From an optimization exercise on the open Yosys and OpenROAD flow, aimed at small area and a short achievable clock period; shortcuts taken in it are not production practice. Only simulation tests tie the RTL to the original design; equivalence was not proved. No driver is modelled on the clock port, so clocking that relies on it looks cheaper here than on a real chip.

==> pepper: inputs <==
## FNTT_FINTT_8point
module FNTT_FINTT_8point(
  input        clock,
  input        reset,
  input  [7:0] io_inData_0,
  input  [7:0] io_inData_1,
  input  [7:0] io_inData_2,
  input  [7:0] io_inData_3,
  input  [7:0] io_inData_4,
  input  [7:0] io_inData_5,
  input  [7:0] io_inData_6,
  input  [7:0] io_inData_7,
  input  [7:0] io_omega_0,
  input  [7:0] io_omega_1,
  input  [7:0] io_omega_2,
  input  [7:0] io_omega_3,
  input  [7:0] io_mod,
  input  [7:0] io_invN,
  input        io_mode,
  output [7:0] io_outData_0,
  output [7:0] io_outData_1,
  output [7:0] io_outData_2,
  output [7:0] io_outData_3,
  output [7:0] io_outData_4,
  output [7:0] io_outData_5,
  output [7:0] io_outData_6,
  output [7:0] io_outData_7
);
  reg [7:0] m;
  always @(posedge clock) m <= io_mod;
  wire [7:0] mn = ~m;
  wire [7:0] mn_in = ~io_mod;
  wire [63:0] wo0, wo2, ws;
  ntt_table tb0(.clock(clock), .u(io_omega_0), .mn_in(mn_in), .mn(mn), .w(wo0));
  ntt_table tb2(.clock(clock), .u(io_omega_2), .mn_in(mn_in), .mn(mn), .w(wo2));
  ntt_table tbs(.clock(clock), .u(io_invN),    .mn_in(mn_in), .mn(mn), .w(ws));
  reg [7:0] o1, o3;
  always @(posedge clock) begin o1 <= io_omega_1; o3 <= io_omega_3; end
  wire [31:0] ws3w;
  reg  [31:0] ws3;
  ntt_add s30(.a(ws[7:0]),   .b(ws[15:8]),  .mn(mn), .r(ws3w[7:0]));
  ntt_add s31(.a(ws[23:16]), .b(ws[31:24]), .mn(mn), .r(ws3w[15:8]));
  ntt_add s32(.a(ws[39:32]), .b(ws[47:40]), .mn(mn), .r(ws3w[23:16]));
  ntt_add s33(.a(ws[55:48]), .b(ws[63:56]), .mn(mn), .r(ws3w[31:24]));
  always @(posedge clock) ws3 <= ws3w;
  wire [7:0] pe0a, pe1a, pf0a, pf1a, pe0b, pe1b, pf0b, pf1b;
  ntt_add p0(.a(io_inData_0), .b(io_inData_4), .mn(mn_in),  .r(pe0a));
  ntt_sub p1(.a(io_inData_0), .b(io_inData_4), .m(io_mod), .r(pe1a));
  ntt_add p2(.a(io_inData_2), .b(io_inData_6), .mn(mn_in),  .r(pf0a));
  ntt_sub p3(.a(io_inData_2), .b(io_inData_6), .m(io_mod), .r(pf1a));
  ntt_add p4(.a(io_inData_1), .b(io_inData_5), .mn(mn_in),  .r(pe0b));
  ntt_sub p5(.a(io_inData_1), .b(io_inData_5), .m(io_mod), .r(pe1b));
  ntt_add p6(.a(io_inData_3), .b(io_inData_7), .mn(mn_in),  .r(pf0b));
  ntt_sub p7(.a(io_inData_3), .b(io_inData_7), .m(io_mod), .r(pf1b));
  reg [63:0] d1, d2, d3, d4;
  always @(posedge clock) begin
  ...
export LEC_CHECK = 0
export CAP_MARGIN = 20
export CORE_MARGIN = 2
export CORE_UTILIZATION = 40
export SLEW_MARGIN = 20
create_clock -name core_clock -period 36.0 [get_ports {clock}]
run.sh (not shown) runs the stock make flow with config.mk's settings and CLKGATE_MAP_FILE= SYNTH_SCRIPT=/design/flow/synth_recipe.tcl, a recipe that flattens the netlist after the stock synthesis.
==> juniper: changes against pepper <==
- CORE_UTILIZATION: 40 -> 65
- CTS_CLUSTER_SIZE: unset -> 30
- PLACE_DENSITY: unset -> 0.75
==> flow_metrics.py <==
metrics = {
    "place": {
        "place_ws_ns": 19.42,
    },
    "final_layout": {
        "nets": 8955,
    },
    "status": {
        "status": "timing/DRC/antenna clean",
    },
    "floorplanning": {
        "core_area_um2": 117000,
        "fp.dieW_um": 347,
    },
    "detailed_routing": {
        "drt_iter0_drc": 4665,
    },
    "sta": {
        "postLayoutSetupSlackWorst_ns": 19.42,
        "whs_ns": 0.317,
    },
    "global_route": {
        "use_met3_pct": 8.75,
        "grt_max_degree": 49,
    },
}
the above is filed under juniper

==> flow_metrics.py <==
metrics = {
    "sta": {
        "worst_pin_slew_ns": 1.04,
        "postLayoutSetupSlackWorst_ns": 19.91,
        "whs_ns": 0.282,
    },
    "global_route": {
        "use_met3_pct": 3.95,
        "grt_max_degree": 65,
    },
    "floorplanning": {
        "fp.dieW_um": 441,
    },
    "final_layout": {
        "nets": 8967,
    },
    "status": {
        "status": "timing/DRC/antenna clean",
    },
    "place": {
        "place_ws_ns": 19.88,
    },
}
the above is filed under pepper


==> run R <==
FNTT_FINTT_8point, a different RTL version from the one above (not shown whole).
Design FNTT_FINTT_8point, start of the top module:
module FNTT_FINTT_8point(
  input        clock,
  input        reset,
  input  [7:0] io_inData_0,
  input  [7:0] io_inData_1,
  input  [7:0] io_inData_2,
  input  [7:0] io_inData_3,
  input  [7:0] io_inData_4,
  input  [7:0] io_inData_5,
  input  [7:0] io_inData_6,
  input  [7:0] io_inData_7,
  input  [7:0] io_omega_0,
  input  [7:0] io_omega_1,
  input  [7:0] io_omega_2,
  input  [7:0] io_omega_3,
  input  [7:0] io_mod,
  input  [7:0] io_invN,
  input        io_mode,
  output [7:0] io_outData_0,
  output [7:0] io_outData_1,
  output [7:0] io_outData_2,
  output [7:0] io_outData_3,
  output [7:0] io_outData_4,
  output [7:0] io_outData_5,
  output [7:0] io_outData_6,
  output [7:0] io_outData_7
);
clock: 36.0 ns
lec_check: 0
cap_margin: 20
core_margin: 2
core_utilization: 40
cts_cluster_diameter: 120
cts_cluster_size: 20
slew_margin: 20
standard.sh (not shown) runs the stock make flow with config.mk's settings and CLKGATE_MAP_FILE= SYNTH_SCRIPT=/design/flow/synth_recipe.tcl, a recipe that flattens the netlist after the stock synthesis.
==> flow/flow/run.sh <==
#!/bin/bash
# Layout flow: the standard synthesis; then the inverters that Yosys left
# around full-adder cells are folded into the adders' polarity (flow/invopt.py,
# a full adder is self-dual), and the io_mode output multiplexers are rebuilt
# as NAND-NAND logic (flow/outmux.py); then the standard ORFS steps, with buf_2 port
# buffers and buf_16 buffers on the io_mode net (flow/mode_buf.tcl, before CTS).
# Each tool's output goes to its own log file in this folder.
set -euo pipefail
R=orfs/results/${FLOW_PLATFORM}/FNTT_FINTT_8point/base
bash standard.sh synth > synth.log 2>&1
cp "$R/1_2_yosys.v" 1_2_yosys_standard.v
if ! python3 flow/invopt.py 1_2_yosys_standard.v 1_2_yosys_invopt.v > invopt.log 2>&1; then
  cp 1_2_yosys_standard.v 1_2_yosys_invopt.v
fi
if ! python3 flow/outmux.py 1_2_yosys_invopt.v 1_2_yosys_outmux.v > outmux.log 2>&1; then
  cp 1_2_yosys_invopt.v 1_2_yosys_outmux.v
fi
cp 1_2_yosys_outmux.v "$R/1_2_yosys.v"
touch "$R/1_2_yosys.v"
bash standard.sh 'BUFFER_PORTS_ARGS=-buffer_cell sky130_fd_sc_hd__buf_2' "PRE_CTS_TCL=$PWD/flow/mode_buf.tcl" finish > layout.log 2>&1
==> flow/flow/mode_buf.tcl <==
# io_mode selects all 64 output multiplexers in the same cycle; drive that net
# from strong cells: every buffer between the io_mode port and the output
# logic becomes a buf_16, every inverter an inv_8.
set block [ord::get_db_block]
set nets [list [[$block findBTerm io_mode] getNet]]
set seen {}
while {[llength $nets]} {
  set net [lindex $nets 0]
  set nets [lrange $nets 1 end]
  foreach it [$net getITerms] {
    if {![$it isInputSignal]} continue
    set inst [$it getInst]
    set name [$inst getName]
    set m [[$inst getMaster] getName]
    if {[lsearch $seen $name] >= 0} continue
    if {[regexp {^sky130_fd_sc_hd__(clk)?buf_[0-9]+$} $m]} {
      set to sky130_fd_sc_hd__buf_16
    } elseif {[regexp {^sky130_fd_sc_hd__(clk)?inv_[0-9]+$} $m]} {
      set to sky130_fd_sc_hd__inv_8
    } else {
      continue
    }
    lappend seen $name
    if {$m ne $to} {
      puts "mode_buf.tcl: $name $m -> $to"
      replace_cell $name $to
    }
    foreach ot [$inst getITerms] {
      if {[$ot isOutputSignal] && [$ot getNet] ne "NULL"} { lappend nets [$ot getNet] }
    }
  }
}
==> flow/flow/outmux.py <==
#!/usr/bin/env python3
"""Rebuild the output multiplexers that io_mode selects as NAND-NAND logic.

io_mode acts on the outputs in the same cycle, so io_mode -> output is the
longest path; a mux2's select-to-output delay is much larger than a NAND2's.
Each mux2 cell driving an output port, whose select comes (through buffers)
from io_mode, becomes  X = ~(~(A1 & m) & ~(A0 & ~m))  with m = io_mode and one
shared inverter for ~m.  Buffers left without loads are dropped.
usage: outmux.py in.v out.v
"""
import re, sys

src = open(sys.argv[1]).read()
head_end = src.index(';', re.search(r'\bmodule\s+\w+', src).end()) + 1
body = src[head_end:src.rindex('endmodule')]
decls, insts, assigns = [], [], []
for stmt in body.split(';'):
    s = stmt.strip()
    if not s:
        continue
    if s.startswith(('wire', 'input', 'output', 'reg')):
        decls.append(s + ' ;')
    elif s.startswith('assign'):
        assigns.append(s + ' ;')
    else:
        mm = re.match(r'(sky130_fd_sc_hd__\w+)\s+(\\?\S+)\s*\((.*)\)\s*$', s, re.S)
        if not mm:
            raise SystemExit('cannot parse: ' + s[:200])
        pins = dict((p, n.strip()) for p, n in re.findall(r'\.(\w+)\(\s*([^()]*?)\s*\)', mm.group(3)))
        insts.append([mm.group(1), mm.group(2), pins])

P = 'sky130_fd_sc_hd__'
outs = set()
for d in decls:
    mm = re.match(r'output\s*\[(\d+):(\d+)\]\s*(\S+)\s*;', d)
    if mm:
        for i in range(int(mm.group(2)), int(mm.group(1)) + 1):
            outs.add('%s[%d]' % (mm.group(3), i))
buf_of = {}
for t, n, p in insts:
    if re.match(P + r'(clk)?buf_\d+$', t):
        buf_of[p['X']] = p['A']

def root(net):
    while net in buf_of:
        net = buf_of[net]
    return net

new = []
done = 0
for t, n, p in insts:
    if re.match(P + r'mux2_\d+$', t) and p.get('X') in outs and root(p['S']) == 'io_mode':
        k = done
        done += 1
        new.append((P + 'nand2_1', 'omx_a%d' % k, {'A': p['A1'], 'B': 'io_mode', 'Y': 'omx_n1_%d' % k}))
        new.append((P + 'nand2_1', 'omx_b%d' % k, {'A': p['A0'], 'B': 'omx_modeb', 'Y': 'omx_n0_%d' % k}))
        new.append((P + 'nand2_1', 'omx_c%d' % k, {'A': 'omx_n1_%d' % k, 'B': 'omx_n0_%d' % k, 'Y': p['X']}))
    else:
        new.append((t, n, p))
if done:
    new.append((P + 'inv_1', 'omx_inv', {'A': 'io_mode', 'Y': 'omx_modeb'}))
# drop buffers without loads (repeat until none)
while True:
    used = set()
    for t, n, p in new:
        for pin, net in p.items():
            if pin not in ('X', 'Y', 'Q', 'SUM', 'COUT'):
                used.add(net)
    keep = [(t, n, p) for t, n, p in new
            if not (re.match(P + r'(clk)?buf_\d+$', t) and p['X'] not in used and p['X'] not in outs)]
    if len(keep) == len(new):
        break
    new = keep
print('output multiplexers rebuilt: %d' % done)

def esc(x):
    return x + ' ' if x.startswith('\\') else x

L = [src[:head_end]] + ['  ' + d for d in decls]
if done:
    L.append('  wire omx_modeb;')
    L += ['  wire omx_n1_%d;\n  wire omx_n0_%d;' % (k, k) for k in range(done)]
for t, n, p in new:
    L.append('  %s %s (%s);' % (t, esc(n), ', '.join('.%s(%s)' % (a, esc(b)) for a, b in p.items())))
L += ['  ' + a for a in assigns]
L.append('endmodule')
open(sys.argv[2], 'w').write('\n'.join(L) + '\n')
Other scripts of this flow, unchanged in this note and not shown: flow/flow/invopt.py
==> run K: changes against run R <==
--- a/flow/flow/run.sh
+++ b/flow/flow/run.sh
@@ -3,7 +3,7 @@
 # around full-adder cells are folded into the adders' polarity (flow/invopt.py,
 # a full adder is self-dual), and the io_mode output multiplexers are rebuilt
 # as NAND-NAND logic (flow/outmux.py); then the standard ORFS steps, with buf_2 port
-# buffers and buf_16 buffers on the io_mode net (flow/mode_buf.tcl, before CTS).
+# buffers and strong buffers on the io_mode net (flow/mode_buf.tcl, before CTS).
 # Each tool's output goes to its own log file in this folder.
 set -euo pipefail
 R=orfs/results/${FLOW_PLATFORM}/FNTT_FINTT_8point/base
==> flow/flow/mode_buf.tcl (replaced) <==
# io_mode selects the 64 output NAND-NAND multiplexers (flow/outmux.py) in the
# same cycle, so io_mode -> outputs is the longest path.  Drive it from strong
# cells: every buffer between the io_mode port and the output logic becomes a
# buf_16; the inverter for ~io_mode becomes an inv_16 fed by the port buffer
# and driving its 64 loads itself, without the buffer repair_design put after it.
set block [ord::get_db_block]
set pnet [[$block findBTerm io_mode] getNet]
set nets [list $pnet]
set seen {}
while {[llength $nets]} {
  set net [lindex $nets 0]
  set nets [lrange $nets 1 end]
  foreach it [$net getITerms] {
    if {![$it isInputSignal]} continue
    set inst [$it getInst]
    set name [$inst getName]
    set m [[$inst getMaster] getName]
    if {[lsearch $seen $name] >= 0} continue
    if {![regexp {^sky130_fd_sc_hd__(clk)?(buf|inv)_[0-9]+$} $m]} continue
    lappend seen $name
    foreach ot [$inst getITerms] {
      if {[$ot isOutputSignal] && [$ot getNet] ne "NULL"} { lappend nets [$ot getNet] }
    }
  }
}
set inv [$block findInst omx_inv]
if {$inv ne "NULL"} {
  set iout [[$inv findITerm Y] getNet]
  # fold the buffers after the inverter into it
  set again 1
  while {$again} {
    set again 0
    foreach it [$iout getITerms] {
      if {![$it isInputSignal]} continue
      set b [$it getInst]
      if {![regexp {^sky130_fd_sc_hd__(clk)?buf_[0-9]+$} [[$b getMaster] getName]]} continue
      set bout [[$b findITerm X] getNet]
      foreach lt [$bout getITerms] {
        if {[$lt isInputSignal]} { $lt disconnect; $lt connect $iout }
      }
      puts "mode_buf.tcl: removed [$b getName] after omx_inv"
      set i [lsearch $seen [$b getName]]
      if {$i >= 0} { set seen [lreplace $seen $i $i] }
      $it disconnect
      odb::dbInst_destroy $b
      odb::dbNet_destroy $bout
      set again 1
      break
    }
  }
  # fold chained buffers on the io_mode side into the first one after the
  # port buffer
  set pbi ""
  foreach it [$pnet getITerms] { if {[$it isInputSignal]} { set pbi [$it getInst] } }
  set again 1
  while {$again && $pbi ne ""} {
    set again 0
    foreach name $seen {
      set b [$block findInst $name]
      if {$b eq "NULL" || $b eq $pbi || $b eq $inv} continue
      if {![regexp {^sky130_fd_sc_hd__(clk)?buf_[0-9]+$} [[$b getMaster] getName]]} continue
      set bin [[$b findITerm A] getNet]
      set drv [$bin getFirstOutput]
      if {$drv eq "NULL"} continue
      set d [$drv getInst]
      if {$d eq $pbi || $d eq $inv} continue
      if {![regexp {^sky130_fd_sc_hd__(clk)?buf_[0-9]+$} [[$d getMaster] getName]]} continue
      set bout [[$b findITerm X] getNet]
      foreach lt [$bout getITerms] {
        if {[$lt isInputSignal]} { $lt disconnect; $lt connect $bin }
      }
      puts "mode_buf.tcl: folded $name into [$d getName]"
      [$b findITerm A] disconnect
      set i [lsearch $seen $name]
      set seen [lreplace $seen $i $i]
      odb::dbInst_destroy $b
      odb::dbNet_destroy $bout
      set again 1
      break
    }
  }
  # feed the inverter from the port buffer
  set pb ""
  foreach it [$pnet getITerms] { if {[$it isInputSignal]} { set pb [$it getInst] } }
  if {$pb ne ""} {
    set pbout [[$pb findITerm X] getNet]
    set ia [$inv findITerm A]
    if {[$ia getNet] ne $pbout} { $ia disconnect; $ia connect $pbout; puts "mode_buf.tcl: omx_inv fed from [$pb getName]" }
  }
}
foreach name $seen {
  set inst [$block findInst $name]
  if {$inst eq "NULL"} continue
  set m [[$inst getMaster] getName]
  set to [expr {[string match *inv* $m] ? "sky130_fd_sc_hd__inv_16" : "sky130_fd_sc_hd__buf_16"}]
  if {$m ne $to} {
    puts "mode_buf.tcl: $name $m -> $to"
    replace_cell $name $to
  }
}
==> run B: changes against run R <==
==> flow/flow/run.sh (replaced) <==
#!/bin/bash
# Layout flow: the standard synthesis; then the inverters that Yosys left
# around full-adder cells are folded into the adders' polarity (flow/invopt.py,
# a full adder is self-dual); then the standard ORFS steps, with buf_2 port
# buffers and buf_16 buffers on the io_mode net (flow/mode_buf.tcl, before CTS).
# Each tool's output goes to its own log file in this folder.
set -euo pipefail
R=orfs/results/${FLOW_PLATFORM}/FNTT_FINTT_8point/base
bash standard.sh synth > synth.log 2>&1
cp "$R/1_2_yosys.v" 1_2_yosys_standard.v
if ! python3 flow/invopt.py 1_2_yosys_standard.v 1_2_yosys_invopt.v > invopt.log 2>&1; then
  cp 1_2_yosys_standard.v 1_2_yosys_invopt.v
fi
cp 1_2_yosys_invopt.v "$R/1_2_yosys.v"
touch "$R/1_2_yosys.v"
bash standard.sh 'BUFFER_PORTS_ARGS=-buffer_cell sky130_fd_sc_hd__buf_2' "PRE_CTS_TCL=$PWD/flow/mode_buf.tcl" finish > layout.log 2>&1
==> flow/flow/mode_buf.tcl (replaced) <==
# io_mode selects all 64 output multiplexers in the same cycle; drive that net
# from strong buffers: every buffer between the io_mode port and the
# multiplexers becomes a buf_16.
set block [ord::get_db_block]
set nets [list [[$block findBTerm io_mode] getNet]]
set seen {}
while {[llength $nets]} {
  set net [lindex $nets 0]
  set nets [lrange $nets 1 end]
  foreach it [$net getITerms] {
    if {![$it isInputSignal]} continue
    set inst [$it getInst]
    set name [$inst getName]
    set m [[$inst getMaster] getName]
    if {![regexp {^sky130_fd_sc_hd__(clk)?buf_[0-9]+$} $m] || [lsearch $seen $name] >= 0} continue
    lappend seen $name
    if {$m ne "sky130_fd_sc_hd__buf_16"} {
      puts "mode_buf.tcl: $name $m -> sky130_fd_sc_hd__buf_16"
      replace_cell $name sky130_fd_sc_hd__buf_16
    }
    foreach ot [$inst getITerms] {
      if {[$ot isOutputSignal] && [$ot getNet] ne "NULL"} { lappend nets [$ot getNet] }
    }
  }
}
removed: flow/flow/outmux.py
==> results.ini <==
[critical_path]
worstPathArrival_ns=8.29
crit_path_max_incr_delay_ns=0.24

[die]
dieArea_mm2=0.186

[status]
status=timing/DRC/antenna clean

[finish]
multi_input_area_share=0.636

[timing]
fmax_ghz=0.0645

Source of the figures above: run R

==> results.ini <==
[status]
status=timing/DRC/antenna clean

[cts]
cts_resized=0

[critical_path]
cp-end-kind=output pin
worstPathArrival_ns=8.02
crit_path_max_incr_delay_ns=0.27

[timing]
fmax_ghz=0.0657

[die]
start_util=0.403
dieArea_mm2=0.186

[finish]
multi_input_area_share=0.637

Source of the figures above: run K

==> results.ini <==
[status]
status=timing/DRC/antenna clean

[timing]
fmax_ghz=0.0647

[critical_path]
worstPathArrival_ns=8.26
crit_path_max_incr_delay_ns=0.46

[finish]
multi_input_area_share=0.636

[die]
dieArea_mm2=0.186

Source of the figures above: run B

## what the ideal ports hide
The results above use ideal ports. As a check the final layouts listed here were re-extracted and re-timed, cells and wires unchanged. Step 1: set_driving_cell puts a clkbuf_16 on clock and a buf_2 on each other input, an assumption about the parent block. Step 2 times the ports against the registers' clock, not the clock port: input delays grow and output delays shrink by t, the midpoint of the rising clock arrivals with the driver on. Slacks: no drivers / after step 1 / after step 2; pairs: no drivers / after step 1.
run	t (ns)	setup slack, ns	hold WS [ns]	latest minus earliest clock arrival (ns)	worst data-port slew with drivers (ns)
pepper	0.833	19.905 / 19.884 / 19.884	0.282 / 0.282 / 0.282	0.051 / 0.051	0.21
juniper	0.814	19.425 / 19.403 / 19.403	0.317 / 0.317 / 0.317	0.023 / 0.023	0.07
run R	0.811	20.507 / 20.437 / 20.437	0.293 / 0.293 / 0.293	0.049 / 0.049	0.22
run K	0.810	20.777 / 20.676 / 20.676	0.297 / 0.297 / 0.297	0.046 / 0.046	0.17
run B	0.812	20.539 / 20.450 / 20.450	0.309 / 0.309 / 0.309	0.030 / 0.030	0.11
After both steps setup and hold are still met in every run listed. For run K, which loses most, drivers alone change the setup slack by -0.101 ns; drivers and shift together by -0.101 ns.
